This design comes from an exercise in tuning for small area on the open sky130 flow, not from production work. The RTL was checked by simulation tests, not by an equivalence proof against the original design. Power is estimated from default activity; no workload was simulated.

[flow/run.sh]
#!/bin/bash
# Own layout flow: the standard ORFS flow (standard.sh, unchanged
# synthesis), with two layout choices changed:
#  - the port buffers that global placement inserts on every input and output
#    are the smallest buffer, sky130_fd_sc_hd__buf_1, instead of the default
#    pick (a delay cell), and
#  - clock tree synthesis uses small clock buffers and inserts no dummy loads.
# Every tool's full output is kept: make's output in flow_make.log, and each
# ORFS step's log under orfs/logs/.
set -euo pipefail
cd "$(dirname "${BASH_SOURCE[0]}")/.."
CTS_BUFS="${CTS_BUFS:-sky130_fd_sc_hd__clkbuf_4}"
bash standard.sh REMOVE_ABC_BUFFERS=1 \
  "BUFFER_PORTS_ARGS=-buffer_cell sky130_fd_sc_hd__buf_1" \
  "CTS_ARGS=-sink_clustering_enable -repair_clock_nets -dont_use_dummy_load -sink_clustering_size ${CTS_CLUSTER:-10} -buf_list $CTS_BUFS" \
  finish > flow_make.log 2>&1
test -f out/final.def
[standard.sh]
#!/bin/bash
# synth_recipe.tcl (not shown) runs the flow's synth.tcl, then flattens the netlist and writes it again
# the make line also repeats each setting of config.mk as NAME=value (left out here)
make -C /OpenROAD-flow-scripts/flow DESIGN_CONFIG=/design/flow/config.mk WORK_HOME=/design/flow/orfs CLKGATE_MAP_FILE= SYNTH_SCRIPT=/design/flow/synth_recipe.tcl "${@:-finish}"
[config.mk]
export PLATFORM = sky130hd
export DESIGN_NAME = adder_tree
export DESIGN_NICKNAME = adder_tree
export VERILOG_FILES = /design/flow/design.v
export SDC_FILE = /design/flow/constraint.sdc
export NUM_CORES = 4
export LEC_CHECK = 0
export ABC_AREA = 1
export CAP_MARGIN = 20
export CORE_MARGIN = 2
export CORE_UTILIZATION = 65
export GPL_TIMING_DRIVEN = 1
export SETUP_SLACK_MARGIN = 0
export SLEW_MARGIN = 20
export SYNTH_HIERARCHICAL = 1
export SYNTH_MINIMUM_KEEP_SIZE = 0
[constraint.sdc]
create_clock -name core_clock -period 3.7 [get_ports {clk}]
set_input_delay 0.7400 -clock core_clock [delete_from_list [all_inputs] [get_ports {clk}]]
set_output_delay 0.7400 -clock core_clock [all_outputs]
set_load 0.01 [all_outputs]
[design.v]
module adder_tree (
    input           clk,
    input           rst_n,
    input  [127:0]  s_axis_din_data,
    input           s_axis_din_valid,
    output          s_axis_din_ready,
    output [11:0]   m_axis_dout_data,
    output          m_axis_dout_valid,
    input           m_axis_dout_ready
);
    reg  vld;
    wire ld = ~vld | m_axis_dout_ready;
    assign s_axis_din_ready  = ld;
    assign m_axis_dout_valid = vld;
    always @(posedge clk)
        if (~rst_n) vld <= 1'b0;
        else if (ld) vld <= s_axis_din_valid;
    wire s1;
    wire c2;
    wire s3;
    wire c4;
    wire s5;
    wire c6;
    wire s7;
    wire c8;
    wire s9;
    wire c10;
    wire s11;
    wire c12;
    wire s13;
    wire c14;
    wire s15;
    wire c16;
    wire s17;
    wire c18;
    wire s19;
    wire c20;
    wire s21;
    wire c22;
    wire s23;
    wire c24;
    wire s25;
    wire c26;
    wire s27;
    wire c28;
    wire s29;
    wire c30;
    wire s31;
    wire c32;
    wire s33;
    wire c34;
    wire s35;
    wire c36;
    wire s37;
    wire c38;
    wire s39;
    wire c40;
    wire s41;
    wire c42;
    wire s43;
    wire c44;
    wire s45;
    wire c46;
    wire s47;
    wire c48;
    wire s49;
    wire c50;
    wire s51;
    wire c52;
    wire s53;
    wire c54;
    wire s55;
    wire c56;
    wire s57;
    wire c58;
    wire s59;
    wire c60;
    wire s61;
    wire c62;
    wire s63;
    wire c64;
    wire s65;
    wire c66;
    wire s67;
    wire c68;
    wire s69;
    wire c70;
    wire s71;
    wire c72;
    wire s73;
    wire c74;
    wire s75;
    wire c76;
    wire s77;
    wire c78;
    wire s79;
    wire c80;
    wire s81;
    wire c82;
    wire s83;
    wire c84;
    wire s85;
    wire c86;
    wire s87;
    wire c88;
    wire s89;
    wire c90;
    wire s91;
    wire c92;
    wire s93;
    wire c94;
    wire s95;
    wire c96;
    wire s97;
    wire c98;
    wire s99;
    wire c100;
    wire s101;
    wire c102;
    wire s103;
    wire c104;
    wire s105;
    wire c106;
    wire s107;
    wire c108;
    wire s109;
    wire c110;
    wire s111;
    wire c112;
    wire s113;
    wire c114;
    wire s115;
    wire c116;
    wire s117;
    wire c118;
    wire s119;
    wire c120;
    wire s121;
    wire c122;
    wire s123;
    wire c124;
    wire s125;
    wire c126;
    wire s127;
    wire c128;
    wire s129;
    wire c130;
    wire s131;
    wire c132;
    wire s133;
    wire c134;
    wire s135;
    wire c136;
    wire s137;
    wire c138;
    wire s139;
    wire c140;
    wire s141;
    wire c142;
    wire s143;
    wire c144;
    wire s145;
    wire c146;
    wire s147;
    wire c148;
    wire s149;
    wire c150;
    wire s151;
    wire c152;
    wire s153;
    wire c154;
    wire s155;
    wire c156;
    wire s157;
    wire c158;
    wire s159;
    wire c160;
    wire s161;
    wire c162;
    wire s163;
    wire c164;
    wire s165;
    wire c166;
    wire s167;
    wire c168;
    wire s169;
    wire c170;
    wire s171;
    wire c172;
    wire s173;
    wire c174;
    wire s175;
    wire c176;
    wire s177;
    wire c178;
    wire s179;
    wire c180;
    wire s181;
    wire c182;
    wire s183;
    wire c184;
    wire s185;
    wire c186;
    wire s187;
    wire c188;
    wire s189;
    wire c190;
    wire n191;
    wire s192;
    wire c193;
    wire s194;
    wire c195;
    wire s196;
    wire c197;
    wire n198;
    wire s199;
    wire c200;
    wire n201;
    wire s202;
    wire c203;
    wire n204;
    wire s205;
    wire c206;
    wire s207;
    wire c208;
    wire s209;
    wire c210;
    wire s211;
    wire c212;
    wire s213;
    wire c214;
    wire n215;
    wire s216;
    wire c217;
    wire s218;
    wire c219;
    wire s220;
    wire c221;
    wire n222;
    wire s223;
    wire c224;
    wire s225;
    wire c226;
    wire n227;
    wire s228;
    wire c229;
    wire n230;
    wire s231;
    wire c232;
    wire s233;
    wire c234;
    wire s235;
    wire c236;
    wire s237;
    wire c238;
    wire s239;
    wire c240;
    wire s241;
    wire c242;
    wire s243;
    wire c244;
    wire s245;
    wire c246;
    wire n247;
    wire s248;
    wire c249;
    wire u250;
    wire u251;
    wire u252;
    wire u253;
    wire u254;
    wire u255;
    reg q0_0;
    reg q1_0;
    reg q2_0;
    reg q3_0;
    reg q3_1;
    reg q4_0;
    reg q4_1;
    reg q5_0;
    reg q5_1;
    reg q6_0;
    reg q6_1;
    reg q7_0;
    reg q7_1;
    reg q8_0;
    reg q8_1;
    reg q9_0;
    reg q9_1;
    reg q10_0;
    reg q10_1;
    always @(posedge clk)
        if (ld) begin
            q0_0 <= s15;
            q1_0 <= s39;
            q2_0 <= s67;
            q3_0 <= c68;
            q3_1 <= s95;
            q4_0 <= c96;
            q4_1 <= s123;
            q5_0 <= c124;
            q5_1 <= s151;
            q6_0 <= c152;
            q6_1 <= s179;
            q7_0 <= c180;
            q7_1 <= s211;
            q8_0 <= c212;
            q8_1 <= s225;
            q9_0 <= c226;
            q9_1 <= s231;
            q10_0 <= c229;
            q10_1 <= c232;
        end
    adder_tree_fa u_s1 (.a(s_axis_din_data[0]), .b(s_axis_din_data[8]), .ci(s_axis_din_data[16]), .s(s1), .co(c2));
    adder_tree_fa u_s3 (.a(s_axis_din_data[24]), .b(s_axis_din_data[32]), .ci(s_axis_din_data[40]), .s(s3), .co(c4));
    adder_tree_fa u_s5 (.a(s_axis_din_data[48]), .b(s_axis_din_data[56]), .ci(s_axis_din_data[64]), .s(s5), .co(c6));
    adder_tree_fa u_s7 (.a(s_axis_din_data[72]), .b(s_axis_din_data[80]), .ci(s_axis_din_data[88]), .s(s7), .co(c8));
    adder_tree_fa u_s9 (.a(s_axis_din_data[96]), .b(s_axis_din_data[104]), .ci(s_axis_din_data[112]), .s(s9), .co(c10));
    adder_tree_fa u_s11 (.a(s_axis_din_data[120]), .b(s1), .ci(s3), .s(s11), .co(c12));
    adder_tree_fa u_s13 (.a(s5), .b(s7), .ci(s9), .s(s13), .co(c14));
    adder_tree_ha u_s15 (.a(s11), .b(s13), .s(s15), .co(c16));
    adder_tree_fa u_s17 (.a(s_axis_din_data[1]), .b(s_axis_din_data[9]), .ci(s_axis_din_data[17]), .s(s17), .co(c18));
    adder_tree_fa u_s19 (.a(s_axis_din_data[25]), .b(s_axis_din_data[33]), .ci(s_axis_din_data[41]), .s(s19), .co(c20));
    adder_tree_fa u_s21 (.a(s_axis_din_data[49]), .b(s_axis_din_data[57]), .ci(s_axis_din_data[65]), .s(s21), .co(c22));
    adder_tree_fa u_s23 (.a(s_axis_din_data[73]), .b(s_axis_din_data[81]), .ci(s_axis_din_data[89]), .s(s23), .co(c24));
    adder_tree_fa u_s25 (.a(s_axis_din_data[97]), .b(s_axis_din_data[105]), .ci(s_axis_din_data[113]), .s(s25), .co(c26));
    adder_tree_fa u_s27 (.a(s_axis_din_data[121]), .b(c2), .ci(c4), .s(s27), .co(c28));
    adder_tree_fa u_s29 (.a(c6), .b(c8), .ci(c10), .s(s29), .co(c30));
    adder_tree_fa u_s31 (.a(s17), .b(s19), .ci(s21), .s(s31), .co(c32));
    adder_tree_fa u_s33 (.a(s23), .b(s25), .ci(c12), .s(s33), .co(c34));
    adder_tree_fa u_s35 (.a(s27), .b(c14), .ci(s29), .s(s35), .co(c36));
    adder_tree_fa u_s37 (.a(s31), .b(c16), .ci(s33), .s(s37), .co(c38));
    adder_tree_ha u_s39 (.a(s35), .b(s37), .s(s39), .co(c40));
    adder_tree_fa u_s41 (.a(s_axis_din_data[2]), .b(s_axis_din_data[10]), .ci(s_axis_din_data[18]), .s(s41), .co(c42));
    adder_tree_fa u_s43 (.a(s_axis_din_data[26]), .b(s_axis_din_data[34]), .ci(s_axis_din_data[42]), .s(s43), .co(c44));
    adder_tree_fa u_s45 (.a(s_axis_din_data[50]), .b(s_axis_din_data[58]), .ci(s_axis_din_data[66]), .s(s45), .co(c46));
    adder_tree_fa u_s47 (.a(s_axis_din_data[74]), .b(s_axis_din_data[82]), .ci(s_axis_din_data[90]), .s(s47), .co(c48));
    adder_tree_fa u_s49 (.a(s_axis_din_data[98]), .b(s_axis_din_data[106]), .ci(s_axis_din_data[114]), .s(s49), .co(c50));
    adder_tree_fa u_s51 (.a(s_axis_din_data[122]), .b(c18), .ci(c20), .s(s51), .co(c52));
    adder_tree_fa u_s53 (.a(c22), .b(c24), .ci(c26), .s(s53), .co(c54));
    adder_tree_fa u_s55 (.a(s41), .b(s43), .ci(s45), .s(s55), .co(c56));
    adder_tree_fa u_s57 (.a(s47), .b(s49), .ci(c28), .s(s57), .co(c58));
    adder_tree_fa u_s59 (.a(c30), .b(s51), .ci(c32), .s(s59), .co(c60));
    adder_tree_fa u_s61 (.a(s53), .b(s55), .ci(s57), .s(s61), .co(c62));
    adder_tree_fa u_s63 (.a(c34), .b(c36), .ci(s59), .s(s63), .co(c64));
    adder_tree_fa u_s65 (.a(s61), .b(c38), .ci(s63), .s(s65), .co(c66));
    adder_tree_ha u_s67 (.a(c40), .b(s65), .s(s67), .co(c68));
    adder_tree_fa u_s69 (.a(s_axis_din_data[3]), .b(s_axis_din_data[11]), .ci(s_axis_din_data[19]), .s(s69), .co(c70));
    adder_tree_fa u_s71 (.a(s_axis_din_data[27]), .b(s_axis_din_data[35]), .ci(s_axis_din_data[43]), .s(s71), .co(c72));
    adder_tree_fa u_s73 (.a(s_axis_din_data[51]), .b(s_axis_din_data[59]), .ci(s_axis_din_data[67]), .s(s73), .co(c74));
    adder_tree_fa u_s75 (.a(s_axis_din_data[75]), .b(s_axis_din_data[83]), .ci(s_axis_din_data[91]), .s(s75), .co(c76));
    adder_tree_fa u_s77 (.a(s_axis_din_data[99]), .b(s_axis_din_data[107]), .ci(s_axis_din_data[115]), .s(s77), .co(c78));
    adder_tree_fa u_s79 (.a(s_axis_din_data[123]), .b(c42), .ci(c44), .s(s79), .co(c80));
    adder_tree_fa u_s81 (.a(c46), .b(c48), .ci(c50), .s(s81), .co(c82));
    adder_tree_fa u_s83 (.a(s69), .b(s71), .ci(s73), .s(s83), .co(c84));
    adder_tree_fa u_s85 (.a(s75), .b(s77), .ci(c52), .s(s85), .co(c86));
    adder_tree_fa u_s87 (.a(c54), .b(s79), .ci(c56), .s(s87), .co(c88));
    adder_tree_fa u_s89 (.a(s81), .b(s83), .ci(c58), .s(s89), .co(c90));
    adder_tree_fa u_s91 (.a(s85), .b(c60), .ci(s87), .s(s91), .co(c92));
    adder_tree_fa u_s93 (.a(c62), .b(s89), .ci(c64), .s(s93), .co(c94));
    adder_tree_fa u_s95 (.a(s91), .b(c66), .ci(s93), .s(s95), .co(c96));
    adder_tree_fa u_s97 (.a(s_axis_din_data[4]), .b(s_axis_din_data[12]), .ci(s_axis_din_data[20]), .s(s97), .co(c98));
    adder_tree_fa u_s99 (.a(s_axis_din_data[28]), .b(s_axis_din_data[36]), .ci(s_axis_din_data[44]), .s(s99), .co(c100));
    adder_tree_fa u_s101 (.a(s_axis_din_data[52]), .b(s_axis_din_data[60]), .ci(s_axis_din_data[68]), .s(s101), .co(c102));
    adder_tree_fa u_s103 (.a(s_axis_din_data[76]), .b(s_axis_din_data[84]), .ci(s_axis_din_data[92]), .s(s103), .co(c104));
    adder_tree_fa u_s105 (.a(s_axis_din_data[100]), .b(s_axis_din_data[108]), .ci(s_axis_din_data[116]), .s(s105), .co(c106));
    adder_tree_fa u_s107 (.a(s_axis_din_data[124]), .b(c70), .ci(c72), .s(s107), .co(c108));
    adder_tree_fa u_s109 (.a(c74), .b(c76), .ci(c78), .s(s109), .co(c110));
    adder_tree_fa u_s111 (.a(s97), .b(s99), .ci(s101), .s(s111), .co(c112));
    adder_tree_fa u_s113 (.a(s103), .b(s105), .ci(c80), .s(s113), .co(c114));
    adder_tree_fa u_s115 (.a(c82), .b(s107), .ci(c84), .s(s115), .co(c116));
    adder_tree_fa u_s117 (.a(s109), .b(s111), .ci(c86), .s(s117), .co(c118));
    adder_tree_fa u_s119 (.a(s113), .b(c88), .ci(s115), .s(s119), .co(c120));
    adder_tree_fa u_s121 (.a(c90), .b(s117), .ci(c92), .s(s121), .co(c122));
    adder_tree_fa u_s123 (.a(s119), .b(c94), .ci(s121), .s(s123), .co(c124));
    adder_tree_fa u_s125 (.a(s_axis_din_data[5]), .b(s_axis_din_data[13]), .ci(s_axis_din_data[21]), .s(s125), .co(c126));
    adder_tree_fa u_s127 (.a(s_axis_din_data[29]), .b(s_axis_din_data[37]), .ci(s_axis_din_data[45]), .s(s127), .co(c128));
    adder_tree_fa u_s129 (.a(s_axis_din_data[53]), .b(s_axis_din_data[61]), .ci(s_axis_din_data[69]), .s(s129), .co(c130));
    adder_tree_fa u_s131 (.a(s_axis_din_data[77]), .b(s_axis_din_data[85]), .ci(s_axis_din_data[93]), .s(s131), .co(c132));
    adder_tree_fa u_s133 (.a(s_axis_din_data[101]), .b(s_axis_din_data[109]), .ci(s_axis_din_data[117]), .s(s133), .co(c134));
    adder_tree_fa u_s135 (.a(s_axis_din_data[125]), .b(c98), .ci(c100), .s(s135), .co(c136));
    adder_tree_fa u_s137 (.a(c102), .b(c104), .ci(c106), .s(s137), .co(c138));
    adder_tree_fa u_s139 (.a(s125), .b(s127), .ci(s129), .s(s139), .co(c140));
    adder_tree_fa u_s141 (.a(s131), .b(s133), .ci(c108), .s(s141), .co(c142));
    adder_tree_fa u_s143 (.a(c110), .b(s135), .ci(c112), .s(s143), .co(c144));
    adder_tree_fa u_s145 (.a(s137), .b(s139), .ci(c114), .s(s145), .co(c146));
    adder_tree_fa u_s147 (.a(s141), .b(c116), .ci(s143), .s(s147), .co(c148));
    adder_tree_fa u_s149 (.a(c118), .b(s145), .ci(c120), .s(s149), .co(c150));
    adder_tree_fa u_s151 (.a(s147), .b(c122), .ci(s149), .s(s151), .co(c152));
    adder_tree_fa u_s153 (.a(s_axis_din_data[6]), .b(s_axis_din_data[14]), .ci(s_axis_din_data[22]), .s(s153), .co(c154));
    adder_tree_fa u_s155 (.a(s_axis_din_data[30]), .b(s_axis_din_data[38]), .ci(s_axis_din_data[46]), .s(s155), .co(c156));
    adder_tree_fa u_s157 (.a(s_axis_din_data[54]), .b(s_axis_din_data[62]), .ci(s_axis_din_data[70]), .s(s157), .co(c158));
    adder_tree_fa u_s159 (.a(s_axis_din_data[78]), .b(s_axis_din_data[86]), .ci(s_axis_din_data[94]), .s(s159), .co(c160));
    adder_tree_fa u_s161 (.a(s_axis_din_data[102]), .b(s_axis_din_data[110]), .ci(s_axis_din_data[118]), .s(s161), .co(c162));
    adder_tree_fa u_s163 (.a(s_axis_din_data[126]), .b(c126), .ci(c128), .s(s163), .co(c164));
    adder_tree_fa u_s165 (.a(c130), .b(c132), .ci(c134), .s(s165), .co(c166));
    adder_tree_fa u_s167 (.a(s153), .b(s155), .ci(s157), .s(s167), .co(c168));
    adder_tree_fa u_s169 (.a(s159), .b(s161), .ci(c136), .s(s169), .co(c170));
    adder_tree_fa u_s171 (.a(c138), .b(s163), .ci(c140), .s(s171), .co(c172));
    adder_tree_fa u_s173 (.a(s165), .b(s167), .ci(c142), .s(s173), .co(c174));
    adder_tree_fa u_s175 (.a(s169), .b(c144), .ci(s171), .s(s175), .co(c176));
    adder_tree_fa u_s177 (.a(c146), .b(s173), .ci(c148), .s(s177), .co(c178));
    adder_tree_fa u_s179 (.a(s175), .b(c150), .ci(s177), .s(s179), .co(c180));
    adder_tree_fa u_s181 (.a(s_axis_din_data[7]), .b(s_axis_din_data[15]), .ci(s_axis_din_data[23]), .s(s181), .co(c182));
    adder_tree_fa u_s183 (.a(s_axis_din_data[31]), .b(s_axis_din_data[39]), .ci(s_axis_din_data[47]), .s(s183), .co(c184));
    adder_tree_fa u_s185 (.a(s_axis_din_data[55]), .b(s_axis_din_data[63]), .ci(s_axis_din_data[71]), .s(s185), .co(c186));
    adder_tree_fa u_s187 (.a(s_axis_din_data[79]), .b(s_axis_din_data[87]), .ci(s_axis_din_data[95]), .s(s187), .co(c188));
    adder_tree_fa u_s189 (.a(s_axis_din_data[103]), .b(s_axis_din_data[111]), .ci(s_axis_din_data[119]), .s(s189), .co(c190));
    assign n191 = ~s_axis_din_data[127];
    adder_tree_fa u_s192 (.a(n191), .b(c154), .ci(c156), .s(s192), .co(c193));
    adder_tree_fa u_s194 (.a(c158), .b(c160), .ci(c162), .s(s194), .co(c195));
    adder_tree_fa u_s196 (.a(s181), .b(s183), .ci(s185), .s(s196), .co(c197));
    assign n198 = ~s187;
    adder_tree_fa u_s199 (.a(n198), .b(c164), .ci(c166), .s(s199), .co(c200));
    assign n201 = ~s189;
    adder_tree_fa u_s202 (.a(n201), .b(s192), .ci(c168), .s(s202), .co(c203));
    assign n204 = ~s196;
    adder_tree_fa u_s205 (.a(s194), .b(n204), .ci(c170), .s(s205), .co(c206));
    adder_tree_fa u_s207 (.a(c172), .b(s199), .ci(s202), .s(s207), .co(c208));
    adder_tree_fa u_s209 (.a(c174), .b(s205), .ci(c176), .s(s209), .co(c210));
    adder_tree_fa u_s211 (.a(s207), .b(c178), .ci(s209), .s(s211), .co(c212));
    adder_tree_fa u_s213 (.a(c182), .b(c184), .ci(c186), .s(s213), .co(c214));
    assign n215 = ~c188;
    adder_tree_fa u_s216 (.a(n215), .b(c193), .ci(c195), .s(s216), .co(c217));
    adder_tree_fa u_s218 (.a(c190), .b(c197), .ci(s213), .s(s218), .co(c219));
    adder_tree_fa u_s220 (.a(c200), .b(c203), .ci(s216), .s(s220), .co(c221));
    assign n222 = ~s218;
    adder_tree_fa u_s223 (.a(n222), .b(c206), .ci(c208), .s(s223), .co(c224));
    adder_tree_fa u_s225 (.a(s220), .b(c210), .ci(s223), .s(s225), .co(c226));
    assign n227 = ~c217;
    adder_tree_fa u_s228 (.a(c214), .b(n227), .ci(c219), .s(s228), .co(c229));
    assign n230 = ~s228;
    adder_tree_fa u_s231 (.a(c221), .b(n230), .ci(c224), .s(s231), .co(c232));
    adder_tree_ha u_s233 (.a(q3_0), .b(q3_1), .s(s233), .co(c234));
    adder_tree_fa u_s235 (.a(q4_0), .b(q4_1), .ci(c234), .s(s235), .co(c236));
    adder_tree_fa u_s237 (.a(q5_0), .b(q5_1), .ci(c236), .s(s237), .co(c238));
    adder_tree_ha u_s239 (.a(q6_0), .b(q6_1), .s(s239), .co(c240));
    adder_tree_fa u_s241 (.a(q7_0), .b(q7_1), .ci(c240), .s(s241), .co(c242));
    adder_tree_fa u_s243 (.a(q8_0), .b(q8_1), .ci(c242), .s(s243), .co(c244));
    adder_tree_fa u_s245 (.a(q9_0), .b(q9_1), .ci(c244), .s(s245), .co(c246));
    assign n247 = ~q10_0;
    adder_tree_fa u_s248 (.a(n247), .b(q10_1), .ci(c246), .s(s248), .co(c249));
    assign u250 = s239 ^ (c238);
    assign u251 = s241 ^ (c238 & s239);
    assign u252 = s243 ^ (c238 & s239 & s241);
    assign u253 = s245 ^ (c238 & s239 & s241 & s243);
    assign u254 = s248 ^ (c238 & s239 & s241 & s243 & s245);
    assign u255 = c249 ^ (c238 & s239 & s241 & s243 & s245 & s248);
    assign m_axis_dout_data = {u255, u254, u253, u252, u251, u250, s237, s235, s233, q2_0, q1_0, q0_0} ^ 12'h800;
endmodule
module adder_tree_fa (input a, input b, input ci, output s, output co);
    assign s  = a ^ b ^ ci;
    assign co = (a & b) | (a & ci) | (b & ci);
endmodule
module adder_tree_ha (input a, input b, output s, output co);
    assign s  = a ^ b;
    assign co = a & b;
endmodule
==> impl_metrics.csv, run 1 <==
group,metric,value,unit
run_status,status,"finished clean",
global_route,grt_max_degree,22,
floorplanning,initial_core_util,67.1,%
routing,routed_wl,4950,um
power,p_leak,1.38,nW
logic_synthesis,yosys.area.top_type,"fa_1",
critical_path,startpoint_type,"input pin",
critical_path,worstRegToRegCells,1,
routing,drtIter0Drc,14,
final_layout,drive_above_1_share,3.57,%
logic_synthesis,ys_ff_latch,20,
floorplanning,core_area,4720,um2
placement,dp.final_hpwl,5060,um
clock_network,htree_num_levels,1,
logic_synthesis,synth_warnings,7,
floorplanning,die_h,73.8,um
logic_synthesis,netlist_area,3170,um2
critical_path,cp_num_buf_inv,1,
floorplanning,rows,25,
critical_path,required,3.73,ns
logic_synthesis,synth_cells,171,
logic_synthesis,synth_seq_area_share,18.6,%
routing,first_pass_iters,4,
critical_path,r2r_end,"q8_1$_DFFE_PP_",
placement,io_buffers,145,
timing,period_needed,3.58,ns
logic_synthesis,synth.area.top_cells,"fa_1 (73%), edfxtp_1 (18%), ha_1 (3.9%)",
timing,setup_slack,0.124,ns
global_route,grt_usage,20.5,%
timing,period_share,96.7,%
power,peakVddDrop,407,uV
critical_path,cpMaxStageDelayCell,"fa_1",
critical_path,cpMostUsedCell,"fa_1",
floorplanning,die_w,73.8,um
final_layout,final_nets,567,
min_path,hp-class,"in -> reg",
routing,postRouteAntennaNets,0,
timing,hold_violations,0,
timing,max_slew.worst_pin.slew,0.467,ns
floorplanning,die-area,5450,um2
power,finalPower,2.45,mW
floorplanning,io_pins,146,
placement,placed_area,3710,um2
timing,setup_viol,0,
routing,drt-wirelength-per-cell,13.2,um
global_route,grt_antenna_before_repair,0,
clock_network,clkSlewWorstSetupHoldPaths,0.09,ns
timing,drv_slew,0,
min_path,holdPathStages,3,
power,power_density,653,nW/um2
final_layout,regArea,591,um2
final_layout,fin_area,3750,um2
min_path,hp-start,"rst_n",
critical_path,crit_type,"in -> reg",
global_route,grt_pass1_wl,8400,um
critical_path,max_stage_delay,0.54,ns
critical_path,critPathTopFamily,"adder cells",
global_route,grt_overflow,0,
placement,dp_slack,-0.212,ns
critical_path,cp_max_fo,1,
global_route,grt_pass1_vias,2114,
timing,max_freq,280,MHz
clock_network,numCtsBuffers,3,
critical_path,endpoint_kind,"flip-flop",
min_path,whs_endpoint,"vld$_SDFFE_PN0P_",
logic_synthesis,yosysUniqueCellTypes,9,
critical_path,regToRegStartpoint,"vld$_SDFFE_PN0P_",
final_layout,diodes,0,
final_layout,fillers,307,
critical_path,r2r_slack,2.67,ns
logic_synthesis,synth_top_area_share,72.6,%
placement,gp_congestion,0.786,
clock_network,clk_latency,0.28,ns
routing,vias,1822,
clock_network,cts_setup_buffers,0,
critical_path,path_cells,"buf_1, fa_1, fa_1, fa_1, fa_1, fa_1, fa_1",
clock_network,cts.path.max_buffers,2,
timing,clock_skew,0.000813,ns
clock_network,cts_tree,"done",
routing,viasPerCell,4.86,
logic_synthesis,syn_area_per_cell,18.5,um2
timing,maxSlewHeadroom,68.7,%
clock_network,clock_sinks,20,
final_layout,syn2layout_area_growth,18.4,%
run,cap_violations,0,
final_layout,multi_input_area,2460,um2
critical_path,arrival,3.61,ns
clock_network,clock-root-buffer,"clkbuf_4",
routing,drc,0,
-- cell families after synthesis --
logic type / count (synthesis) / synth area share, %
simple gates: 1 / 0.198
flops: 20 / 18.6
buf+inv: 23 / 4.03
compound gates: 1 / 0.276
fa+ha+maj: 125 / 76.6
xor+xnor: 1 / 0.276
-- power by group --
group	total, mW	leakage (nW)	internal (mW)	switching (mW)
clock network	0.0913	0.0138	0.0377	0.0536
registers	0.579	0.206	0.529	0.0500
logic	1.78	1.16	0.841	0.937
total	2.45	1.38	1.41	1.04
-- layout make-up --
cell class | instances | share of cell area [%]
multi-input combinational | 128 | 65.7
sequential | 20 | 15.7
timing repair buffer | 145 | 14.5
tap | 67 | 2.23
inverter | 12 | 1.20
clock buffer | 3 | 0.600
-- metrics by stage --
stage | hold WS [ns] | instances | utilization (%) | setup TNS [ns]
4_1_cts | 0.631 | 375 | 79.2 | 0
6_report | 0.645 | 375 | 79.4 | 0
3_5_place_dp | 0.822 | 372 | 78.6 | -1.96
3_3_place_gp | 0.810 | 372 | 78.6 | -1.54
2_1_floorplan | 0.784 | 160 | - | -0.00420
5_1_grt | 0.651 | 375 | 79.4 | -0.00830
-- cell usage after synthesis --
master,instances
edfxtp_1,19
a21oi_2,1
fa_1,115
nand2_2,1
dfxtp_1,1
ha_1,10
inv_1,12
xnor2_1,1
buf_4,11
-- cells in the final DEF, fill, tap and decap left out, drive strengths merged --
| master | netlist | routed |
|---|---|---|
| buf | 11 | 145 |
| fa | 115 | 115 |
| edfxtp | 19 | 19 |
| inv | 12 | 12 |
| ha | 10 | 10 |
| clkbuf | 0 | 3 |
| nand2 | 1 | 1 |
| xnor2 | 1 | 1 |
| a21oi | 1 | 1 |
| dfxtp | 1 | 1 |
-- modules after synthesis, one instance, submodules excluded --
module | area (um2) | flip-flops and latches | cells inside
adder_tree_ha | 12.5 | 0 | 1
adder_tree_fa | 20.0 | 0 | 1
adder_tree | 805 | 20 | 51
-- worst max path at each step --
| stage | start | end | cells past startpoint |
|---|---|---|---|
| 2_1_floorplan | s_axis_din_data[48] | q3_1$_DFFE_PP_ | 6 |
| 3_3_place_gp | s_axis_din_data[48] | q3_1$_DFFE_PP_ | 7 |
| 3_5_place_dp | s_axis_din_data[48] | q3_1$_DFFE_PP_ | 7 |
| 4_1_cts | q6_0$_DFFE_PP_ | m_axis_dout_data[11] | 8 |
| 5_1_grt | q6_1$_DFFE_PP_ | m_axis_dout_data[11] | 8 |
| 6_report | s_axis_din_data[1] | q3_1$_DFFE_PP_ | 7 |
-- layer usage --
| metal | track usage (%) | routed length (um) |
|---|---|---|
| met5 | 0 | 0 |
| met4 | 2.42 | 30 |
| met2 | 41.4 | 3150 |
| met3 | 2.47 | 290 |
| met1 | 23.6 | 1480 |
-- tightest hold or removal path, stage by stage --
cell and delay (ns):
buf_1 0.07, inv_1 0.05, a21oi_2 0.03
-- timing repair --
action | in CTS | in global routing
endpoints found under the setup margin | 1 | 2
hold buffers | 0 | 0
pin swaps | 0 | 2
endpoints found under the hold margin | 0 | 0
gates resized for setup | 2 | 4
==> inputs of run 2 (changes only) <==
--- a/config.mk
+++ b/config.mk
@@ -11,3 +11,2 @@
 export CORE_UTILIZATION = 65
-export GPL_TIMING_DRIVEN = 1
 export SETUP_SLACK_MARGIN = 0
==> run 2 against run 1 <==
Effect of this change:
- still clean
- die area stayed put
- clock skew stayed put
- global-route usage stayed put
- clock power hardly changed
- sequential power hardly changed
- fmax stayed put
- synthesized cell count stayed put
- setup slack stayed put
- core utilization stayed put
- final area stayed put
- non-clock buffer count stayed put
- highest routed layer unchanged
==> impl_metrics.csv, run 2 <==
group,metric,value,unit
run_status,status,"finished clean",
timing,period_needed,3.58,ns
clock_network,cts_hold_buf,0,
final_layout,drive_above_1_share,3.57,%
logic_synthesis,synth_edf_count,19,
power,power_density,653,nW/um2
global_route,grt_max_degree,22,
critical_path,endpoint_kind,"flip-flop",
routing,drc,0,
final_layout,syn2layout_area_growth,18.4,%
power,p_leak,1.38,nW
logic_synthesis,synth_top_area_share,72.6,%
critical_path,cp_max_fo,1,
placement,placed_cells,372,
timing,max_slew.worst_pin.slew,0.467,ns
logic_synthesis,yosysUniqueCellTypes,9,
timing,hold_slack,0.645,ns
timing,clock_skew,0.000813,ns
routing,vias,1822,
critical_path,cpMaxStageDelayCell,"fa_1",
timing,setup_slack,0.124,ns
floorplanning,rows,25,
power,peakVddDrop,407,uV
min_path,hp-class,"in -> reg",
floorplanning,core_area,4720,um2
critical_path,r2r_end,"q8_1$_DFFE_PP_",
clock_network,clkSlewWorstSetupHoldPaths,0.09,ns
critical_path,required,3.73,ns
timing,maxSlewHeadroom,68.7,%
final_layout,final_common_cell,"buf_1",
floorplanning,die_h,73.8,um
logic_synthesis,netlist_area,3170,um2
timing,period_share,96.7,%
logic_synthesis,synthFlopType,"edfxtp_1",
routing,drtIter0Drc,14,
floorplanning,initial_core_util,67.1,%
routing,viasPerCell,4.86,
run,cap_violations,0,
logic_synthesis,synth_cells,171,
clock_network,clock_sinks,20,
final_layout,layout_common_cells,"buf_1 (144), fa_1 (112), edfxtp_1 (19)",
routing,first_pass_iters,4,
timing,tns,0,ns
logic_synthesis,yosysMostFrequentCell,"fa_1",
routing,routed_wl,4950,um
global_route,grt_pass1_wl,8400,um
critical_path,r2r_slack,2.67,ns
global_route,grt_overflow,0,
critical_path,cpMostUsedCell,"fa_1",
logic_synthesis,async_reset_ff_share,0,%
clock_network,cts_setup_buffers,0,
clock_network,cts_tree,"done",
clock_network,cts.path.max_buffers,2,
critical_path,startpoint_type,"input pin",
logic_synthesis,synthTopCellsByCount,"fa_1 (115), edfxtp_1 (19), inv_1 (12), buf_4 (11), ha_1 (10)",
global_route,grt_usage,20.5,%
placement,dp.final_hpwl,5060,um
logic_synthesis,syn_area_per_cell,18.5,um2
critical_path,startpoint,"s_axis_din_data[1]",
clock_network,clk_latency,0.28,ns
final_layout,fin_area,3750,um2
critical_path,max_stage_delay,0.54,ns
floorplanning,io_pins,146,
placement,dp_slack,-0.212,ns
timing,hold_violations,0,
timing,setup_viol,0,
clock_network,numCtsBuffers,3,
floorplanning,die_w,73.8,um
global_route,grt_pass1_vias,2114,
final_layout,fin_cells,375,
final_layout,diodes,0,
routing,postRouteAntennaNets,0,
clock_network,htree_num_levels,1,
critical_path,crit_type,"in -> reg",
critical_path,worstRegToRegCells,1,
critical_path,critical_path.endpoint,"q3_1$_DFFE_PP_",
timing,max_freq,280,MHz
routing,drt-wirelength-per-cell,13.2,um
floorplanning,die-area,5450,um2
logic_synthesis,synth_seq_area_share,18.6,%
logic_synthesis,yosys.area.top_type,"fa_1",
clock_network,clock-root-buffer,"clkbuf_4",
logic_synthesis,synth_warnings,7,
timing,drv_slew,0,
critical_path,arrival,3.61,ns
logic_synthesis,synth.area.top_cells,"fa_1 (73%), edfxtp_1 (18%), ha_1 (3.9%)",
placement,io_buffers,145,
critical_path,path_cells,"buf_1, fa_1, fa_1, fa_1, fa_1, fa_1, fa_1",
placement,placed_area,3710,um2
logic_synthesis,ys_ff_latch,20,
global_route,grt_antenna_before_repair,0,
placement,gp_congestion,0.786,
critical_path,regToRegStartpoint,"vld$_SDFFE_PN0P_",
final_layout,final_nets,567,
run 2: where the power goes:
part / switching (mW) / internal [mW]
clock network: 0.0536 / 0.0377
registers: 0.0500 / 0.529
logic: 0.937 / 0.841
run 2: worst min path at each step:
stage                      from               end  slack (ns)  cells past startpoint
6_report                  rst_n  vld$_SDFFE_PN0P_        0.64                      3
5_1_grt                   rst_n  vld$_SDFFE_PN0P_        0.65                      3
4_1_cts                   rst_n  vld$_SDFFE_PN0P_        0.63                      3
3_5_place_dp   vld$_SDFFE_PN0P_  vld$_SDFFE_PN0P_        0.82                      2
3_3_place_gp   vld$_SDFFE_PN0P_  vld$_SDFFE_PN0P_        0.81                      2
2_1_floorplan  vld$_SDFFE_PN0P_  vld$_SDFFE_PN0P_        0.78                      2
run 2: logic make-up (layout without fill, tap and decap cells):
logic type	after synthesis	count (layout)	share of synthesized area [%]
DFF	20	20	18.6
and+or+nand+nor	1	1	0.198
buffers and inverters	23	160	4.03
AOI/OAI and AO/OA	1	1	0.276
xor gates and xnor gates	1	1	0.276
adders and majority gates	125	125	76.6
run 2: worst max-delay path, delay by kind of cell:
family / cells / cell delay, ns
adders and majority gates: 6 / 2.78
buffers and inverters: 1 / 0.09
run 2: cell type report:
cell class,instances,area [um2]
flip-flops and latches,20,591
well taps,67,83.8
clock buffers,3,22.5
fillers,307,972
multi-input cells,128,2460
repair buffers,145,546
inverters,12,45.0
run 2: repair_timing:
action                                  4_1_cts  5_1_grt
pin swaps                                     0        2
endpoints found under the setup margin        1        2
resized for setup                             2        4
run 2: through the flow:
| stage | utilization (%) | total power, mW |
|---|---|---|
| after floorplan | - | 1.86 |
| after global placement | 78.6 | 2.33 |
| after detailed placement | 78.6 | 2.42 |
| after CTS | 79.2 | 2.53 |
| after global routing | 79.4 | 2.80 |
| final | 79.4 | 2.45 |
run 2: modules after synthesis (local to each module, per instance):
| module | cells | times used |
|---|---|---|
| adder_tree_fa | 1 | 115 |
| adder_tree_ha | 1 | 5 |
| adder_tree | 51 | 1 |
run 2: per-layer routing:
layer | share of wire [%] | wire [um] | vias up | track usage [%]
met2 | 64 | 3150 | 84 | 41.4
met1 | 30 | 1480 | 938 | 23.6
met5 | 0 | 0 | - | 0
met4 | 0.61 | 30 | 0 | 2.42
li1 | - | - | 796 | -
met3 | 5.9 | 290 | 4 | 2.47
==> inputs of run 3 (changes only) <==
--- a/config.mk
+++ b/config.mk
@@ -10,3 +10,3 @@
 export CORE_MARGIN = 2
-export CORE_UTILIZATION = 65
+export CORE_UTILIZATION = 60
 export SETUP_SLACK_MARGIN = 0
==> run 3 against run 2 <==
Effect of this change:
- still clean on timing, DRC and antenna
- routed wire length increased by 6.3%
- sequential power about the same
- final area is essentially flat
- critical path depth rose by 2
- via count down 0.60%
- clock power up 5.3%
- setup slack worse by 0.0058 ns
- register-to-register slack worse by 0.03 ns
- cell count rose by 0.80%
- clock skew up 0.00076 ns
- die area up 7.9%
- clock-buffer cell count unchanged
==> impl_metrics.csv, run 3 <==
group,metric,value,unit
routing,first_pass_iters,4,
floorplanning,core_area,5110,um2
logic_synthesis,async_reset_ff_share,0,%
final_layout,final_util,73.5,%
final_layout,drive_above_1_share,3.57,%
logic_synthesis,synthFlopType,"edfxtp_1",
floorplanning,die_h,76.7,um
logic_synthesis,syn_area_per_cell,18.5,um2
clock_network,clkSlewWorstSetupHoldPaths,0.10,ns
logic_synthesis,yosysUniqueCellTypes,9,
final_layout,layout_common_cells,"buf_1 (144), fa_1 (112), edfxtp_1 (19)",
routing,drtIter0Drc,24,
logic_synthesis,netlist_area,3170,um2
timing,setup_slack,0.118,ns
critical_path,crit_type,"reg -> out",
global_route,grt_antenna_before_repair,0,
critical_path,endpoint_kind,"primary output",
placement,io_buffers,145,
clock_network,htree_num_levels,1,
clock_network,clk_latency,0.29,ns
floorplanning,die-area,5880,um2
final_layout,regArea,591,um2
logic_synthesis,ys_ff_latch,20,
routing,vias,1811,
floorplanning,initial_core_util,62.1,%
critical_path,arrival,2.84,ns
routing,drc,0,
timing,drv_slew,0,
timing,hold_violations,0,
global_route,grt_max_degree,22,
power,power_density,664,nW/um2
timing,max_slew.worst_pin.slew,0.492,ns
power,p_leak,1.38,nW
power,clock_power_share,3.9,%
timing,maxSlewHeadroom,67.1,%
critical_path,cp_max_fo,1,
final_layout,diodes,0,
floorplanning,rows,26,
timing,setup_viol,0,
logic_synthesis,synth_edf_count,19,
global_route,grt_pass1_wl,8960,um
routing,drt-wirelength-per-cell,13.9,um
logic_synthesis,yosys.area.top_type,"fa_1",
power,seqPwrFrac,23.3,%
floorplanning,die_w,76.7,um
global_route,grt_overflow,0,
floorplanning,io_pins,146,
logic_synthesis,synth_seq_area_share,18.6,%
final_layout,multi_input_area,2460,um2
final_layout,syn2layout_area_growth,18.5,%
power,peakVddDrop,402,uV
logic_synthesis,synthTopCellsByCount,"fa_1 (115), edfxtp_1 (19), inv_1 (12), buf_4 (11), ha_1 (10)",
final_layout,fillers,388,
routing,postRouteAntennaNets,0,
logic_synthesis,synth_cells,171,
min_path,hp-class,"in -> reg",
timing,period_needed,3.58,ns
routing,viasPerCell,4.79,
logic_synthesis,synth.area.top_cells,"fa_1 (73%), edfxtp_1 (18%), ha_1 (3.9%)",
logic_synthesis,yosysMostFrequentCell,"fa_1",
placement,gp_congestion,0.757,
global_route,grt_usage,19.7,%
clock_network,cts_tree,"done",
critical_path,startpoint_type,"flip-flop",
timing,clock_skew,0.00157,ns
run_status,status,"finished clean",
power,switching_share,42.9,%
placement,dp_slack,-0.214,ns
global_route,grt_pass1_vias,2141,
clock_network,clock-root-buffer,"clkbuf_4",
power,combinationalPowerShare,72.9,%
clock_network,numCtsBuffers,3,
critical_path,required,2.96,ns
clock_network,cts.path.max_buffers,2,
clock_network,cts_hold_buf,0,
timing,rsz0062_at_grt,"no",
logic_synthesis,synth_warnings,7,
power,finalPower,2.49,mW
final_layout,final_common_cell,"buf_1",
routing,routed_wl,5260,um
timing,period_share,96.8,%
placement,dp.final_hpwl,5320,um
power,power_switching,1.07,mW
power,p_int,1.43,mW
logic_synthesis,synth_top_area_share,72.6,%
final_layout,final_nets,567,
timing,max_freq,279,MHz
run,cap_violations,0,
clock_network,clock_sinks,20,
[run 3: repair_timing]
action / in CTS / in global routing
setup buffers: 0 / 0
resized for setup: 3 / 3
pin swaps: 0 / 0
endpoints found under the setup margin: 1 / 1
cloned: 0 / 0
[run 3: critical path: stages, from the launching register on]
cell	delay, ns
edfxtp_1	0.40
ha_1	0.21
fa_1	0.38
fa_1	0.37
ha_1	0.21
ha_1	0.18
ha_1	0.18
ha_1	0.18
ha_2	0.31
buf_1	0.14
[run 3: final cells by class]
type                       count  area share (%)
multi-input combinational    128            65.6
clock buffer                   3           0.600
tap                           70            2.33
sequential                    20            15.7
inverter                      12            1.20
timing repair buffer         145            14.5
[run 3: kinds of logic after synthesis]
kind of cell               share of synthesized area, %
AOI/OAI and AO/OA                                 0.276
DFF                                                18.6
adders and majority gates                          76.6
xor gates and xnor gates                          0.276
and+or+nand+nor                                   0.198
buffers and inverters                              4.03
[run 3: power groups by stage]
| stage | clock network, mW | logic (mW) | registers, mW |
|---|---|---|---|
| final | 0.0961 | 1.82 | 0.580 |
| after global routing | 0.107 | 2.10 | 0.593 |
| after CTS | 0.101 | 1.87 | 0.582 |
| after detailed placement | 0 | 1.87 | 0.586 |
| after global placement | 0 | 1.76 | 0.584 |
| after floorplan | 0 | 1.27 | 0.585 |
[run 3: stage by stage]
stage / cell area (um2) / setup TNS (ns) / std cells / hold slack, ns
6_report: 3750 / 0 / 378 / 0.633
5_1_grt: 3750 / 0 / 378 / 0.645
4_1_cts: 3750 / 0 / 378 / 0.621
3_5_place_dp: 3720 / -2.08 / 375 / 0.812
3_3_place_gp: 3720 / -1.53 / 375 / 0.808
2_1_floorplan: 3090 / -0.00420 / 160 / 0.784
[run 3: final timing paths]
check,startpoint,to,slack [ns],cells past startpoint
worst min-delay path,rst_n,vld$_SDFFE_PN0P_,0.63,3
worst min register to register,vld$_SDFFE_PN0P_,vld$_SDFFE_PN0P_,0.82,2
worst max register to register,vld$_SDFFE_PN0P_,q7_1$_DFFE_PP_,2.64,1
worst max-delay path,q3_1$_DFFE_PP_,m_axis_dout_data[10],0.12,9
[run 3: per-module statistics from Yosys, one instance, submodules excluded]
module,area [um2],cells inside,copies in the design,flip-flops and latches
adder_tree,805,51,1,20
adder_tree_fa,20.0,1,115,0
adder_tree_ha,12.5,1,5,0
[run 3: layer usage]
metal  up-vias  GRT usage (%)  wire [um]
met1       930           23.4       1670
met4         0           1.64         14
met2        82           39.3       3280
met5         -              0          0
li1        797              -          -
met3         2           2.59        294
==> inputs of run 4 (changes only) <==
--- a/config.mk
+++ b/config.mk
@@ -10,4 +10,4 @@
 export CORE_MARGIN = 2
-export CORE_UTILIZATION = 60
-export SETUP_SLACK_MARGIN = 0
+export CORE_UTILIZATION = 65
+export SETUP_SLACK_MARGIN = -0.1
 export SLEW_MARGIN = 20
==> run 4 against run 3 <==
Effect of this change:
- still clean on timing, DRC and antenna
- worst hold slack gained 0.011 ns
- cell count shrank 0.79%
- sequential power is essentially flat
- core utilization grew 5.7 points
- setup slack lost 0.048 ns
- fmax shrank 1.3%
- power shrank 2.2%
- largest cell class unchanged
- highest routed layer unchanged
==> impl_metrics.csv, run 4 <==
group,metric,value,unit
final_layout,fin_cells,375,
clock_network,htree_num_levels,1,
critical_path,crit_type,"reg -> out",
routing,vias,1823,
timing,clock_skew,0.00107,ns
logic_synthesis,synth.area.top_cells,"fa_1 (73%), edfxtp_1 (18%), ha_1 (3.9%)",
placement,io_buffers,145,
critical_path,required,2.96,ns
final_layout,fillers,306,
global_route,grt_overflow,0,
logic_synthesis,synth_top_area_share,72.6,%
critical_path,startpoint_type,"flip-flop",
final_layout,drive_above_1_share,2.60,%
global_route,grt_antenna_before_repair,0,
critical_path,cp_max_fo,1,
logic_synthesis,yosysUniqueCellTypes,9,
logic_synthesis,async_reset_ff_share,0,%
global_route,met1_usage,23.6,%
clock_network,clock_sinks,20,
clock_network,cts.path.max_buffers,2,
floorplanning,die-area,5450,um2
clock_network,clk_latency,0.28,ns
timing,period_share,98.1,%
logic_synthesis,synth_edf_count,19,
critical_path,endpoint_kind,"primary output",
logic_synthesis,netlist_area,3170,um2
power,power_density,652,nW/um2
clock_network,cts_setup_buffers,0,
run,cap_violations,0,
logic_synthesis,synth_cells,171,
placement,placed_area,3710,um2
logic_synthesis,syn_area_per_cell,18.5,um2
logic_synthesis,ys_ff_latch,20,
placement,gp_congestion,0.786,
clock_network,cts_hold_buf,0,
routing,drt-wirelength-per-cell,13.2,um
critical_path,arrival,2.89,ns
logic_synthesis,yosys.area.top_type,"fa_1",
critical_path,r2r_end,"q8_1$_DFFE_PP_",
run_status,status,"finished clean",
critical_path,max_stage_delay,0.44,ns
global_route,use_met3,2.47,%
logic_synthesis,synthTopCellsByCount,"fa_1 (115), edfxtp_1 (19), inv_1 (12), buf_4 (11), ha_1 (10)",
floorplanning,rows,25,
critical_path,path_cells,"ha_1, fa_1, fa_2, fa_2, fa_1, ha_1, xnor2_1, buf_2",
floorplanning,io_pins,146,
min_path,hp-class,"in -> reg",
floorplanning,die_w,73.8,um
floorplanning,core_area,4720,um2
critical_path,critPathTopFamily,"adder cells",
clock_network,clkSlewWorstSetupHoldPaths,0.09,ns
critical_path,startpoint,"q6_0$_DFFE_PP_",
power,p_leak,1.39,nW
global_route,grt_max_degree,22,
placement,dp.final_hpwl,5060,um
power,peakVddDrop,405,uV
final_layout,diodes,0,
routing,drtIter0Drc,23,
placement,placed_cells,372,
logic_synthesis,synth_seq_area_share,18.6,%
clock_network,clock-root-buffer,"clkbuf_4",
critical_path,critical_path.endpoint,"m_axis_dout_data[11]",
timing,max_freq,275,MHz
routing,viasPerCell,4.86,
timing,drv_slew,0,
global_route,top_usage_layer,"met2",
final_layout,syn2layout_area_growth,18.1,%
routing,postRouteAntennaNets,0,
critical_path,cp_num_buf_inv,1,
floorplanning,die_h,73.8,um
final_layout,final_common_cell,"buf_1",
timing,hold_violations,0,
final_layout,final_nets,567,
timing,setup_viol,0,
clock_network,numCtsBuffers,3,
logic_synthesis,yosysMostFrequentCell,"fa_1",
global_route,grt_pass1_wl,8400,um
final_layout,layout_common_cells,"buf_1 (144), fa_1 (113), edfxtp_1 (19)",
logic_synthesis,synthFlopType,"edfxtp_1",
critical_path,worstRegToRegCells,1,
logic_synthesis,synth_warnings,7,
timing,max_slew.worst_pin.slew,0.472,ns
critical_path,cpMaxStageDelayCell,"fa_1",
timing,tns,0,ns
timing,period_needed,3.63,ns
global_route,grt_pass1_vias,2114,
floorplanning,initial_core_util,67.1,%
critical_path,r2r_slack,2.66,ns
routing,drc,0,
clock_network,cts_tree,"done",
final_layout,fin_area,3740,um2
critical_path,regToRegStartpoint,"vld$_SDFFE_PN0P_",
routing,first_pass_iters,4,
global_route,grtUsageMet2,41.4,%
timing,maxSlewHeadroom,68.4,%
critical_path,cp.depth,8,
global_route,grt_usage,20.5,%
routing,routed_wl,4950,um
-- run 4: cell types whose count changed in the layout (fill, tap and decap cells not counted) --
cell	previous run	this run
ha_2	2	0
fa_2	3	2
ha_1	8	10
fa_1	112	113
-- run 4: logic make-up (layout without fill, tap and decap cells) --
family / count (synthesis) / in the layout / share of synthesized area (%)
fa+ha+maj: 125 / 125 / 76.6
simple gates: 1 / 1 / 0.198
xor+xnor: 1 / 1 / 0.276
flops: 20 / 20 / 18.6
buf+inv: 23 / 160 / 4.03
compound gates: 1 / 1 / 0.276
-- run 4: worst min path at each step --
stage | slack (ns) | cells past startpoint | from | endpoint
after global routing | 0.65 | 3 | rst_n | vld$_SDFFE_PN0P_
after detailed placement | 0.82 | 2 | vld$_SDFFE_PN0P_ | vld$_SDFFE_PN0P_
after global placement | 0.81 | 2 | vld$_SDFFE_PN0P_ | vld$_SDFFE_PN0P_
after CTS | 0.63 | 3 | rst_n | vld$_SDFFE_PN0P_
final | 0.64 | 3 | rst_n | vld$_SDFFE_PN0P_
after floorplan | 0.78 | 2 | vld$_SDFFE_PN0P_ | vld$_SDFFE_PN0P_
-- run 4: repair_timing --
action,CTS,global route
endpoints found under the setup margin,0,1
hold endpoints to repair,0,0
gates resized for setup,0,4
-- run 4: modules after synthesis, one instance, submodules excluded --
module	copies in the design	area (um2)	flops+latches
adder_tree	1	805	20
adder_tree_fa	115	20.0	0
adder_tree_ha	5	12.5	0
-- run 4: per-layer routing --
layer  up-vias  wire length (um)
met5         -                 0
met4         0                30
met3         4               293
met2        84              3140
met1       941              1480
li1        794                 -
-- run 4: cell type report --
class                   count  area [um2]  share of cell area (%)
clock buffers               3        22.5                   0.602
inverters                  12        45.0                    1.20
multi-input cells         128        2460                    65.6
flip-flops and latches     20         591                    15.8
well taps                  67        83.8                    2.24
repair buffers            145         546                    14.6
-- run 4: power breakdown --
group / switching (mW) / internal, mW / total (mW)
clock network: 0.0538 / 0.0377 / 0.0915
registers: 0.0494 / 0.529 / 0.578
logic: 0.935 / 0.835 / 1.77
-- run 4: through the flow --
step           worst slack (ns)  power (mW)  hold slack [ns]  util (%)
2_1_floorplan          -0.00420        1.86            0.784         -
3_3_place_gp             -0.174        2.33            0.810      78.6
3_5_place_dp             -0.212        2.42            0.822      78.6
4_1_cts                 -0.0686        2.52            0.631      79.1
5_1_grt                 -0.0765        2.79            0.651      79.3
6_report                 0.0698        2.44            0.644      79.3
==> inputs of run 5 (changes only) <==
--- a/flow/run.sh
+++ b/flow/run.sh
@@ -14,3 +14,3 @@
   "BUFFER_PORTS_ARGS=-buffer_cell sky130_fd_sc_hd__buf_1" \
-  "CTS_ARGS=-sink_clustering_enable -repair_clock_nets -dont_use_dummy_load -sink_clustering_size ${CTS_CLUSTER:-10} -buf_list $CTS_BUFS" \
+  "CTS_ARGS=-sink_clustering_enable -repair_clock_nets -dont_use_dummy_load -sink_clustering_size ${CTS_CLUSTER:-25} -buf_list $CTS_BUFS" \
   finish > flow_make.log 2>&1
--- a/config.mk
+++ b/config.mk
@@ -7,3 +7,2 @@
 export LEC_CHECK = 0
-export ABC_AREA = 1
 export CAP_MARGIN = 20
@@ -11,3 +10,3 @@
 export CORE_UTILIZATION = 65
-export SETUP_SLACK_MARGIN = -0.1
+export SETUP_SLACK_MARGIN = 0.05
 export SLEW_MARGIN = 20
==> run 5 against run 4 <==
Effect of this change:
- still clean on timing, DRC and antenna
- routed wire length is 5.8% higher
- critical path depth unchanged
- combinational power is 6% higher
- setup slack better by 0.030 ns
- synthesized cell count decreased by 1.2%
- sequential power barely moved
- core utilization increased by 0.42 points
- register-to-register slack improved by 0.14 ns
- worst hold slack improved by 0.028 ns
- cell count shrank 0.53%
- clock skew up 0.012 ns
- global-route usage up 0.86 points
- critical path type unchanged
==> impl_metrics.csv, run 5 <==
group,metric,value,unit
global_route,grt_pass1_vias,2127,
logic_synthesis,yosys.area.top_type,"fa_1",
floorplanning,io_pins,146,
final_layout,regArea,591,um2
power,p_leak,1.38,nW
clock_network,cts_setup_buffers,0,
power,power_density,679,nW/um2
global_route,top_usage_layer,"met2",
logic_synthesis,yosysMostFrequentCell,"fa_1",
clock_network,htree_num_levels,1,
global_route,grt_max_degree,22,
floorplanning,die-area,5450,um2
clock_network,clock-root-buffer,"clkbuf_4",
timing,clock_skew,0.0130,ns
critical_path,required,2.96,ns
placement,io_buffers,145,
final_layout,final_util,79.7,%
clock_network,numCtsBuffers,3,
logic_synthesis,synth_top_area_share,72.6,%
critical_path,cp_num_buf_inv,1,
min_path,hp-class,"in -> reg",
clock_network,clkSlewWorstSetupHoldPaths,0.10,ns
critical_path,r2r_slack,2.80,ns
routing,postRouteAntennaNets,0,
routing,viasPerCell,4.95,
clock_network,cts_hold_buf,0,
routing,vias,1847,
routing,first_pass_iters,4,
critical_path,startpoint,"q6_0$_DFFE_PP_",
logic_synthesis,async_reset_ff_share,0,%
timing,rsz0062_at_grt,"yes",
timing,drv_slew,0,
critical_path,critPathTopFamily,"adder cells",
critical_path,worstRegToRegCells,1,
critical_path,cpMostUsedCell,"fa_2",
critical_path,max_stage_delay,0.49,ns
critical_path,endpoint_kind,"primary output",
critical_path,cp.depth,8,
timing,max_slew.worst_pin.slew,0.284,ns
logic_synthesis,synth_edf_count,19,
critical_path,regToRegStartpoint,"vld$_SDFFE_PN0P_",
logic_synthesis,synth_seq_area_share,18.6,%
global_route,grt_overflow,0,
global_route,grtUsageMet2,43.0,%
routing,drt-wirelength-per-cell,14.0,um
routing,drtIter0Drc,24,
critical_path,cp_max_fo,1,
final_layout,fin_cells,373,
logic_synthesis,yosysUniqueCellTypes,9,
timing,setup_slack,0.0997,ns
run_status,status,"finished clean",
timing,hold_slack,0.672,ns
timing,period_needed,3.60,ns
logic_synthesis,synth_warnings,7,
critical_path,critical_path.endpoint,"m_axis_dout_data[11]",
logic_synthesis,netlist_area,3170,um2
final_layout,fillers,283,
placement,dp_slack,-0.233,ns
floorplanning,core_area,4720,um2
critical_path,cpMaxStageDelayCell,"fa_1",
floorplanning,die_h,73.9,um
timing,period_share,97.3,%
floorplanning,die_w,73.9,um
floorplanning,initial_core_util,67.2,%
final_layout,syn2layout_area_growth,18.7,%
floorplanning,rows,25,
final_layout,final_nets,565,
final_layout,final_common_cell,"buf_1",
power,peakVddDrop,434,uV
logic_synthesis,syn_area_per_cell,18.8,um2
final_layout,drive_above_1_share,4.25,%
global_route,grt_antenna_before_repair,0,
critical_path,path_cells,"ha_2, fa_2, fa_2, fa_2, fa_1, ha_2, xnor2_1, buf_2",
timing,max_freq,278,MHz
final_layout,diodes,0,
global_route,grt_usage,21.4,%
clock_network,cts_tree,"done",
critical_path,arrival,2.86,ns
timing,setup_viol,0,
global_route,use_met3,3.16,%
clock_network,clk_latency,0.29,ns
critical_path,r2r_end,"q4_1$_DFFE_PP_",
clock_network,clock_sinks,20,
logic_synthesis,synth.area.top_cells,"fa_1 (73%), edfxtp_1 (18%), ha_1 (3.9%)",
logic_synthesis,synthFlopType,"edfxtp_1",
clock_network,cts.path.max_buffers,2,
global_route,met1_usage,23.7,%
timing,hold_violations,0,
critical_path,startpoint_type,"flip-flop",
timing,maxSlewHeadroom,81.1,%
final_layout,layout_common_cells,"buf_1 (143), fa_1 (111), edfxtp_1 (19)",
run,cap_violations,0,
routing,drc,0,
critical_path,crit_type,"reg -> out",
global_route,grt_pass1_wl,8520,um
placement,placed_cells,370,
placement,dp.final_hpwl,5280,um
logic_synthesis,synth_cells,169,
routing,routed_wl,5240,um
logic_synthesis,synthTopCellsByCount,"fa_1 (115), edfxtp_1 (19), buf_4 (11), ha_1 (10), inv_1 (10)",
logic_synthesis,ys_ff_latch,20,
placement,gp_congestion,0.786,
final_layout,multi_input_area,2480,um2
==> run 5: cell count changes after synthesis, sizes merged <==
cell,delta
a21boi,+1
a21oi,-1
inv,-2
nand2,-1
nand2b,+1
==> run 5: repair_timing <==
action	4_1_cts	5_1_grt
pin swaps	0	5
setup endpoints to repair	2	3
gates resized for setup	5	5
==> run 5: worst min-delay path, cell delays in order <==
cell	delay (ns)
buf_1	0.07
inv_1	0.06
a21boi_2	0.04
==> run 5: final cells by class <==
class | instances | area share [%]
flip-flops and latches | 20 | 15.7
clock buffers | 3 | 0.598
repair buffers | 145 | 14.7
well taps | 67 | 2.23
multi-input cells | 128 | 65.8
inverters | 10 | 0.997
==> run 5: kinds of logic (layout without fill, tap and decap cells) <==
kind of cell	Yosys count	in the layout	synth area share, %
buffers and inverters	21	158	3.79
flip-flops	20	20	18.6
AND/OR/NAND/NOR	1	1	0.434
XOR/XNOR	1	1	0.276
adder cells (fa/ha/maj)	125	125	76.5
AO/OA/AOI/OAI	1	1	0.355
==> run 5: through the flow <==
stage	setup TNS [ns]	total power, mW	cell area [um2]
global placement	-1.50	2.34	3720
CTS	0	2.57	3750
finish	0	2.56	3760
detailed placement	-2.15	2.45	3720
global route	-0.0146	2.88	3760
floorplan	-0.00420	1.86	3090
==> run 5: power breakdown <==
part           internal (mW)  switching (mW)  leakage [nW]
combinational          0.905           0.977          1.16
sequential             0.529          0.0517         0.206
clock                 0.0378          0.0561        0.0138
==> run 5: Yosys stat by module, one instance, submodules excluded <==
module | flip-flops and latches | times used
adder_tree_fa | 0 | 115
adder_tree_ha | 0 | 5
adder_tree | 20 | 1
==> run 5: how the worst min path moves through the flow <==
stage | to | depth (start not counted) | startpoint | slack (ns)
after global routing | vld$_SDFFE_PN0P_ | 3 | s_axis_din_valid | 0.67
after floorplan | vld$_SDFFE_PN0P_ | 2 | vld$_SDFFE_PN0P_ | 0.70
after CTS | vld$_SDFFE_PN0P_ | 3 | s_axis_din_valid | 0.67
after global placement | vld$_SDFFE_PN0P_ | 2 | vld$_SDFFE_PN0P_ | 0.70
final | vld$_SDFFE_PN0P_ | 3 | s_axis_din_valid | 0.67
after detailed placement | vld$_SDFFE_PN0P_ | 2 | vld$_SDFFE_PN0P_ | 0.71
==> run 5: routing by layer <==
layer | part of all wire [%] | vias up
met5 | 0 | -
met4 | 1.2 | 0
met3 | 6.4 | 6
met2 | 62 | 88
met1 | 30 | 961
li1 | - | 792
==> inputs of run 6 (changes only) <==
==> run.sh (new file) <==
#!/bin/bash
# synth_recipe.tcl (not shown) runs the flow's synth.tcl, then flattens the netlist and writes it again
# the make line also repeats each setting of config.mk as NAME=value (left out here)
make -C /OpenROAD-flow-scripts/flow DESIGN_CONFIG=/design/flow/config.mk WORK_HOME=/design/flow/orfs CLKGATE_MAP_FILE= SYNTH_SCRIPT=/design/flow/synth_recipe.tcl finish
--- a/config.mk
+++ b/config.mk
@@ -7,2 +7,3 @@
 export LEC_CHECK = 0
+export ABC_AREA = 1
 export CAP_MARGIN = 20
@@ -10,2 +11,3 @@
 export CORE_UTILIZATION = 65
+export CTS_BUF_LIST = sky130_fd_sc_hd__clkbuf_4
 export SETUP_SLACK_MARGIN = 0.05
removed: flow/run.sh
removed: standard.sh
==> run 6 against run 5 <==
Effect of this change:
- the flow now stops in global placement
- area after synthesis about the same
- synthesized cell count increased by 1.2%
==> impl_metrics.csv, run 6 <==
group,metric,value,unit
logic_synthesis,netlist_area,3170,um2
logic_synthesis,yosysUniqueCellTypes,9,
floorplanning,die_h,73.8,um
logic_synthesis,synth_cells,171,
run_status,stop_stage,"global placement",
logic_synthesis,synth_warnings,7,
floorplanning,io_pins,146,
floorplanning,initial_core_util,67.1,%
run_status,status,"aborted with a tool error",
logic_synthesis,synthTopCellsByCount,"fa_1 (115), edfxtp_1 (19), inv_1 (12), buf_4 (11), ha_1 (10)",
logic_synthesis,ys_ff_latch,20,
logic_synthesis,synthFlopType,"edfxtp_1",
floorplanning,die_w,73.8,um
logic_synthesis,yosysMostFrequentCell,"fa_1",
logic_synthesis,synth_seq_area_share,18.6,%
logic_synthesis,synth.area.top_cells,"fa_1 (73%), edfxtp_1 (18%), ha_1 (3.9%)",
placement,io_buffers,145,
run_status,first-error,"[ERROR GPL-0301] Utilization 104.096 % exceeds 100%.",
logic_synthesis,async_reset_ff_share,0,%
logic_synthesis,synth_edf_count,19,
floorplanning,rows,25,
logic_synthesis,syn_area_per_cell,18.5,um2
logic_synthesis,yosys.area.top_type,"fa_1",
logic_synthesis,synth_top_area_share,72.6,%
run 6: cell count changes after synthesis:
cell and delta:
nand2_2 +1, nand2b_4 -1, inv_1 +2, a21oi_2 +1
a21boi_2 -1
run 6: cell families after synthesis:
kind of cell / Yosys count / synth area share [%]
xor+xnor: 1 / 0.276
simple gates: 1 / 0.198
buf+inv: 23 / 4.03
flops: 20 / 18.6
fa+ha+maj: 125 / 76.6
compound gates: 1 / 0.276
run 6: per-module statistics from Yosys (local to each module, per instance):
module,cell area [um2],flops+latches,cells inside,copies in the design
adder_tree_fa,20.0,0,1,115
adder_tree,805,20,51,1
adder_tree_ha,12.5,0,1,5
==> inputs of run 7 (changes only) <==
--- a/config.mk
+++ b/config.mk
@@ -10,3 +10,3 @@
 export CORE_MARGIN = 2
-export CORE_UTILIZATION = 65
+export CORE_UTILIZATION = 45
 export CTS_BUF_LIST = sky130_fd_sc_hd__clkbuf_4
==> run 7 against run 6 <==
Effect of this change:
- now clean on timing, DRC and antenna
- synthesized cell count unchanged
- area after synthesis unchanged
==> impl_metrics.csv, run 7 <==
group,metric,value,unit
run_status,status,"finished clean",
placement,dp.final_hpwl,6190,um
timing,maxSlewHeadroom,82.6,%
final_layout,fillers,504,
placement,placed_area,4710,um2
critical_path,startpoint_type,"input pin",
clock_network,cts_setup_buffers,0,
timing,setup_slack,0.0780,ns
timing,tns,0,ns
timing,period_needed,3.62,ns
logic_synthesis,synth-compound-area-share,0.276,%
final_layout,final_common_cell,"fa_2",
routing,drt-wirelength-per-cell,15.6,um
routing,routed_wl,6350,um
timing,rsz0062_at_grt,"yes",
routing,postRouteAntennaNets,0,
critical_path,crit_type,"in -> reg",
floorplanning,initial_core_util,46.6,%
timing,setup_viol,0,
final_layout,drive_above_1_share,30.0,%
critical_path,endpoint_kind,"flip-flop",
floorplanning,die-area,7730,um2
routing,drtIter0Drc,21,
clock_network,cts_hold_buf,0,
logic_synthesis,synth_cells,171,
logic_synthesis,yosys.area_share.xor_xnor,0.276,%
power,peakVddDrop,385,uV
clock_network,clock_sinks,20,
routing,viasPerCell,4.57,
critical_path,required,3.74,ns
logic_synthesis,synthAdderAreaFrac,76.6,%
logic_synthesis,synth_top_area_share,72.6,%
floorplanning,io_pins,146,
global_route,grt_pass1_vias,2304,
placement,gp_congestion,0.776,
timing,max_slew.worst_pin.slew,0.261,ns
logic_synthesis,ys_ff_latch,20,
logic_synthesis,syn_area_per_cell,18.5,um2
global_route,grt_usage,17.1,%
critical_path,cp_max_fo,1,
floorplanning,die_h,87.9,um
clock_network,clock-root-buffer,"clkbuf_4",
floorplanning,core_area,6790,um2
clock_network,cts_tree,"done",
placement,dp_slack,-0.531,ns
placement,io_buffers,145,
floorplanning,rows,30,
timing,max_freq,276,MHz
logic_synthesis,yosysUniqueCellTypes,9,
power,p_leak,1.89,nW
global_route,grt_max_degree,21,
logic_synthesis,synth_top_family_by_area,"adder cells",
routing,first_pass_iters,2,
critical_path,arrival,3.66,ns
logic_synthesis,yosys.area.top_type,"fa_1",
final_layout,fin_area,4750,um2
timing,drv_slew,0,
logic_synthesis,synth_warnings,7,
min_path,hp-class,"reg -> reg",
final_layout,fin_cells,406,
global_route,grt_overflow,0,
logic_synthesis,synthSimpleGateAreaFrac,0.197,%
global_route,grt_pass1_wl,9790,um
clock_network,numCtsBuffers,3,
logic_synthesis,synthFlopType,"edfxtp_1",
routing,vias,1854,
power,power_density,605,nW/um2
logic_synthesis,synth_seq_area_share,18.6,%
clock_network,clk_latency,0.29,ns
routing,drc,0,
## run 7: cell counts after synthesis
Identical to the previous run, type by type.
## run 7: final cells by class
cell class                 count  area, um2  share of cell area, %
sequential                    20        591                   12.4
tap                           96        120                   2.53
inverter                      12       45.0                  0.947
timing repair buffer         146       1340                   28.2
clock buffer                   4       30.0                  0.632
multi-input combinational    128       2630                   55.3
## run 7: timing repair
item / CTS / global route
endpoints found under the hold margin: 0 / 0
pin swaps: 90 / 29
setup endpoints to repair: 19 / 9
gates resized for setup: 222 / 8
## run 7: power by group
part	internal, mW	switching (mW)	leakage (nW)	total [mW]
Clock	0.0493	0.0616	0.0184	0.111
Combinational	1.18	0.993	1.67	2.18
Sequential	0.529	0.0565	0.206	0.586
## run 7: per-layer routing
metal	wire length [um]	GRT usage [%]	up-vias
li1	-	-	798
met1	1890	17.0	971
met2	4010	36.4	81
met3	419	3.96	4
met4	38	1.68	0
met5	0	0	-
## run 7: cell families (layout without fill, tap and decap cells)
family	Yosys count	count (layout)
adders and majority gates	125	125
xor gates and xnor gates	1	1
buffers and inverters	23	162
DFF	20	20
AOI/OAI and AO/OA	1	1
and+or+nand+nor	1	1
## run 7: worst paths after layout
kind / startpoint / endpoint / slack, ns / cells past startpoint
worst max-delay path: s_axis_din_data[58] / q4_1$_DFFE_PP_ / 0.08 / 7
worst min-delay path: vld$_SDFFE_PN0P_ / vld$_SDFFE_PN0P_ / 0.78 / 3
worst max register to register: vld$_SDFFE_PN0P_ / q6_1$_DFFE_PP_ / 2.72 / 2
worst min register to register: vld$_SDFFE_PN0P_ / vld$_SDFFE_PN0P_ / 0.78 / 3
## run 7: worst max-delay path, stage by stage
cell and delay (ns):
dlygate4sd2_1 0.25, fa_2 0.47, fa_2 0.36, fa_1 0.53, fa_2 0.38, fa_1 0.50
fa_1 0.43
## run 7: modules after synthesis (local to each module, per instance)
module | area, um2 | cells | flip-flops and latches | copies in the design
adder_tree_fa | 20.0 | 1 | 0 | 115
adder_tree_ha | 12.5 | 1 | 0 | 5
adder_tree | 805 | 51 | 20 | 1

Check on run 7: ideal ports give 0.078 ns setup slack; a clkbuf_16 on the clock port and buf_2 on the inputs give 0.075 ns; moving port delays by the midpoint clock arrival (0.312 ns) as well gives -0.238 ns.
